This is an optimization exercise on Yosys and OpenROAD, whose aim is small area and a short achievable clock period, not a production implementation.
In this exercise RTL edits were held to simulation tests only and were not proved equivalent to the original.
No activity file was given, so power comes from the tool's default toggle rates.

the baseline:
==> flow/design.v <==
module dff(d,clk,q);
    input d,clk;
    output q;
    reg q;
    always @ (posedge clk)
    begin
    q<=d;
    end
endmodule
module pipo(d, clk, q);
input [7:0] d;
input clk;
output reg [7:0] q;
always @(posedge clk) q <= d;
endmodule
module regfile(clk, en_write, en_read, reg_write_addr, reg_read_addr1, reg_read_addr2,
               reg_write_data, reg_read_data1, reg_read_data2);
input clk;
input en_write;
input en_read;
input [3:0] reg_write_addr;
input [3:0] reg_read_addr1;
input [3:0] reg_read_addr2;
input [7:0] reg_write_data;
output [7:0] reg_read_data1;
output [7:0] reg_read_data2;
reg [7:0] Registers [0:15];
reg [7:0] hold1, hold2;
wire [15:0] wsel, nwsel;
wdec wd (.en(en_write), .a(reg_write_addr), .sel(wsel), .nsel(nwsel));
genvar i, j;
generate
  for (i = 0; i < 16; i = i + 1) begin : row
    wire [7:0] nxt;
    for (j = 0; j < 8; j = j + 1) begin : wb
      g_a22o w (.a1(nwsel[i]), .a2(Registers[i][j]), .b1(wsel[i]), .b2(reg_write_data[j]), .y(nxt[j]));
    end
    always @(posedge clk)
      Registers[i] <= nxt;
  end
endgenerate
wire [15:0] sel1, sel2;
rdec rd1 (.a(reg_read_addr1), .sel(sel1));
rdec rd2 (.a(reg_read_addr2), .sel(sel2));
wire en_read_n, en_write_n, enw, hw;
g_inv ie (.a(en_read), .y(en_read_n));
g_inv iw (.a(en_write), .y(en_write_n));
g_and2 gw (.a(en_read), .b(en_write_n), .y(enw));
g_nor2 gh (.a(en_read), .b(en_write), .y(hw));
wire [7:0] r1, r2;
generate
  for (i = 0; i < 8; i = i + 1) begin : rb
    wire [15:0] col;
    for (j = 0; j < 16; j = j + 1) begin : c
      assign col[j] = Registers[j][i];
    end
    rsel rs1 (.sel(sel1), .m(col), .en(en_read), .en_n(en_read_n), .enw(enw), .hw(hw), .h(hold1[i]), .r(r1[i]), .o(reg_read_data1[i]));
    rsel rs2 (.sel(sel2), .m(col), .en(en_read), .en_n(en_read_n), .enw(enw), .hw(hw), .h(hold2[i]), .r(r2[i]), .o(reg_read_data2[i]));
  end
endgenerate
always @(posedge clk) begin
  hold1 <= r1;
  hold2 <= r2;
end
endmodule
module wdec(en, a, sel, nsel);
input en;
input [3:0] a;
output [15:0] sel, nsel;
wire [3:0] an, lo, hi;
g_inv i0 (.a(a[0]), .y(an[0]));
g_inv i1 (.a(a[1]), .y(an[1]));
g_inv i2 (.a(a[2]), .y(an[2]));
g_inv i3 (.a(a[3]), .y(an[3]));
g_nor2 l0 (.a(a[1]),  .b(a[0]),  .y(lo[0]));
g_nor2 l1 (.a(a[1]),  .b(an[0]), .y(lo[1]));
g_nor2 l2 (.a(an[1]), .b(a[0]),  .y(lo[2]));
g_nor2 l3 (.a(an[1]), .b(an[0]), .y(lo[3]));
g_nor2 h0 (.a(a[3]),  .b(a[2]),  .y(hi[0]));
g_nor2 h1 (.a(a[3]),  .b(an[2]), .y(hi[1]));
g_nor2 h2 (.a(an[3]), .b(a[2]),  .y(hi[2]));
g_nor2 h3 (.a(an[3]), .b(an[2]), .y(hi[3]));
genvar k;
generate
  for (k = 0; k < 16; k = k + 1) begin : d
    g_nand3 n (.a(en), .b(lo[k % 4]), .c(hi[k / 4]), .y(nsel[k]));
    g_inv   s (.a(nsel[k]), .y(sel[k]));
  end
endgenerate
endmodule
module rdec(a, sel);
input [3:0] a;
output [15:0] sel;
wire [3:0] lo_n, hi_n;
predec p (.a(a), .lo_n(lo_n), .hi_n(hi_n));
genvar k;
generate
  for (k = 0; k < 16; k = k + 1) begin : d
    g_nor2 s (.a(lo_n[k % 4]), .b(hi_n[k / 4]), .y(sel[k]));
  end
endgenerate
endmodule
module predec(a, lo_n, hi_n);
input [3:0] a;
output [3:0] lo_n, hi_n;
wire [3:0] an;
g_inv i0 (.a(a[0]), .y(an[0]));
g_inv i1 (.a(a[1]), .y(an[1]));
g_inv i2 (.a(a[2]), .y(an[2]));
g_inv i3 (.a(a[3]), .y(an[3]));
g_nand2 l0 (.a(an[1]), .b(an[0]), .y(lo_n[0]));
g_nand2 l1 (.a(an[1]), .b(a[0]),  .y(lo_n[1]));
g_nand2 l2 (.a(a[1]),  .b(an[0]), .y(lo_n[2]));
g_nand2 l3 (.a(a[1]),  .b(a[0]),  .y(lo_n[3]));
g_nand2 h0 (.a(an[3]), .b(an[2]), .y(hi_n[0]));
g_nand2 h1 (.a(an[3]), .b(a[2]),  .y(hi_n[1]));
g_nand2 h2 (.a(a[3]),  .b(an[2]), .y(hi_n[2]));
g_nand2 h3 (.a(a[3]),  .b(a[2]),  .y(hi_n[3]));
endmodule
module rsel(sel, m, en, en_n, enw, hw, h, r, o);
input [15:0] sel, m;
input en, en_n, enw, hw, h;
output r, o;
wire y0, y1, a, b, c, d;
g_or8   p0 (.s(sel[7:0]),  .m(m[7:0]),  .y(y0));
g_or8   p1 (.s(sel[15:8]), .m(m[15:8]), .y(y1));
g_o21ai na (.a1(y0), .a2(y1), .b1(enw), .y(a));
g_nand2 nb (.a(hw), .b(h), .y(b));
g_nand2 oo (.a(a), .b(b), .y(o));
g_o21ai nc (.a1(y0), .a2(y1), .b1(en), .y(c));
g_nand2 nd (.a(en_n), .b(h), .y(d));
g_nand2 rr (.a(c), .b(d), .y(r));
endmodule
module g_or8(s, m, y);
input [7:0] s, m;
output y;
assign y = |(s & m);
endmodule
module g_inv(a, y);
input a; output y;
assign y = ~a;
endmodule
module g_nand2(a, b, y);
input a, b; output y;
assign y = ~(a & b);
endmodule
module g_nand3(a, b, c, y);
input a, b, c; output y;
assign y = ~(a & b & c);
endmodule
module g_nor2(a, b, y);
input a, b; output y;
assign y = ~(a | b);
endmodule
module g_a22o(a1, a2, b1, b2, y);
input a1, a2, b1, b2; output y;
assign y = (a1 & a2) | (b1 & b2);
endmodule
module g_o21ai(a1, a2, b1, y);
input a1, a2, b1; output y;
assign y = ~((a1 | a2) & b1);
endmodule
module g_and2(a, b, y);
input a, b; output y;
assign y = a & b;
endmodule
module SIMD_CU(d,d1,d2,en_write, 
		en_read, reg_write_addr1,
		reg_write_addr2,reg_write_addr3, 
		reg_read_addr1,reg_read_addr2,reg_read_addr3,reg_read_addr4,reg_read_addr5, reg_read_addr6,  
		clk, 
		reg_read_data1, reg_read_data2, reg_read_data3, reg_read_data4,reg_read_data5,reg_read_data6);
	input clk,en_write, en_read;
	input [3:0] reg_write_addr1;
	input [3:0] reg_write_addr2;
	input [3:0] reg_write_addr3;
	input [3:0] reg_read_addr1;
	input [3:0] reg_read_addr2;
	input [3:0] reg_read_addr3;
	input [3:0] reg_read_addr4;
	input [3:0] reg_read_addr5;
	input [3:0] reg_read_addr6;
	input [7:0] d,d1,d2;
	wire [7:0] q,q1,q2;
	output[7:0] reg_read_data1;
	output[7:0] reg_read_data2;
	output[7:0] reg_read_data3;
	output[7:0] reg_read_data4;
	output[7:0] reg_read_data5;
	output[7:0] reg_read_data6;
	pipo p1(d, clk, q);
	pipo p2(d1, clk, q1);
	pipo p3(d2, clk, q2);
	regfile PEM1(clk, en_write, en_read, reg_write_addr1,  reg_read_addr1, reg_read_addr2, q, reg_read_data1, reg_read_data2 );
	regfile PEM2(clk, en_write, en_read, reg_write_addr2,  reg_read_addr3, reg_read_addr4, q1, reg_read_data3, reg_read_data4 );
	regfile PEM3(clk, en_write, en_read, reg_write_addr3,  reg_read_addr5, reg_read_addr6, q2, reg_read_data5, reg_read_data6 );
endmodule
==> flow/config.mk <==
export PLATFORM = sky130hd
export DESIGN_NAME = SIMD_CU
export DESIGN_NICKNAME = SIMD_CU
export VERILOG_FILES = /design/flow/design.v
export SDC_FILE = /design/flow/constraint.sdc
export NUM_CORES = 4
export LEC_CHECK = 0
export CAP_MARGIN = 20
export CORE_MARGIN = 2
export CORE_UTILIZATION = 40
export SETUP_SLACK_MARGIN = 1.7
export SLEW_MARGIN = 20
export SYNTH_HIERARCHICAL = 1
export TNS_END_PERCENT = 5
==> flow/constraint.sdc <==
create_clock -name core_clock -period 5.2 [get_ports {clk}]
set_input_delay 1.0400 -clock core_clock [delete_from_list [all_inputs] [get_ports {clk}]]
set_output_delay 1.0400 -clock core_clock [all_outputs]
set_load 0.01 [all_outputs]
standard.sh (not shown) runs the stock make flow with config.mk's settings and CLKGATE_MAP_FILE= SYNTH_SCRIPT=/design/flow/synth_recipe.tcl, a recipe that flattens the netlist after the stock synthesis.
==> flow/flow/run.sh <==
#!/bin/bash
# Standard synthesis, then every combinational cell that synthesis gave a
# drive strength above 1 is set back to strength 1 (same function and pins;
# flip-flops are left as they are), then the standard layout from there.
# Clock tree: larger sink clusters and no dummy loads.
# Port buffers: buf_2 (the resizer sizes them from there).
# Each tool's output goes to a log file of its own in this folder.
set -euo pipefail
R=orfs/results/sky130hd/SIMD_CU/base
bash standard.sh synth > synth.log 2>&1
python3 flow/downsize.py "$FLOW_HOME/platforms/sky130hd/lib/sky130_fd_sc_hd__tt_025C_1v80.lib" \
  $R/1_2_yosys.v > downsize.log 2>&1
rm -f $R/1_synth.odb $R/1_synth.sdc
bash standard.sh finish \
  CTS_ARGS="-sink_clustering_enable -repair_clock_nets -dont_use_dummy_load -sink_clustering_size 16 -sink_clustering_max_diameter 60 -buf_list sky130_fd_sc_hd__clkbuf_8" \
  BUFFER_PORTS_ARGS="-buffer_cell sky130_fd_sc_hd__buf_2" \
  > layout.log 2>&1
==> flow/flow/downsize.py <==
# Set every combinational cell in a synthesized netlist to drive strength 1.
# usage: downsize.py LIBERTY NETLIST (the netlist is rewritten in place)
import re, sys, collections
lib, net = sys.argv[1], sys.argv[2]
cells = set(re.findall(r'cell\s*\(\s*"?(sky130_fd_sc_hd__\w+?)"?\s*\)', open(lib).read()))
keep = ('df', 'edf', 'sdf', 'dl', 'clk', 'conb', 'tap', 'fill', 'decap')
changed = collections.Counter()
def swap(m):
    name, base, size = m.group(0), m.group(1), m.group(2)
    if base.startswith(keep) or size == '1':
        return name
    new = 'sky130_fd_sc_hd__%s_1' % base
    if new not in cells:
        return name
    changed[name + ' -> ' + new] += 1
    return new
text = open(net).read()
text = re.sub(r'(?<=^  )sky130_fd_sc_hd__(\w+?)_(\d+)(?= )', swap, text, flags=re.M)
open(net, 'w').write(text)
for k, n in sorted(changed.items()):
    print(n, k)
Input-level comparison between the candidate and the baseline:
diff --git a/flow/config.mk b/flow/config.mk
--- a/flow/config.mk
+++ b/flow/config.mk
@@ -10,3 +10,3 @@
 export CORE_UTILIZATION = 40
-export SETUP_SLACK_MARGIN = 1.7
+export SETUP_SLACK_MARGIN = 1.5
 export SLEW_MARGIN = 20
The candidate: done, clean on timing, DRC and antenna. Worst IR drop on VDD: the candidate vs the baseline up 0.63%. [compare] base=the baseline new=the candidate: wire length lost 2.1%, first-iteration DRC count picked up an extra 207, number of vias after detailed routing lost 177. Between the baseline and the candidate, the flow reports total power of the final layout decreasing by a few percent. Utilization after layout for the candidate is lower than for the baseline. The candidate leaves less setup margin than the baseline. | power density over the cells | higher: the candidate |. Switching fraction of total power for the candidate: 0.75 points down relative to the baseline. Delta (the candidate minus the baseline): power share of the combinational group now smaller, die area held.

## afterwards: timing with drivers on the ports
Ports are ideal in the flow. The routed layouts listed here were re-timed in OpenROAD.
Step 1 assumes that a clkbuf_16 drives the clock port and a buf_2 every other input.
Step 2 also shifts input and output timing later by t, the mid clock arrival at the registers, as if the neighbouring blocks saw the same clock.
Slacks: ideal / step 1 / step 2; pairs: ideal / step 1.
| run | t (ns) | setup WS [ns] | worst setup path after step 2 |
|---|---|---|---|
| the baseline | 0.667 | 1.648 / 1.626 / 1.626 | input to output |
| the candidate | 0.665 | 1.484 / 1.465 / 1.465 | input to output |
After both steps setup and hold are still met in every run listed. For the baseline, which loses most, drivers alone change the setup slack by -0.022 ns; drivers and shift together by -0.022 ns.
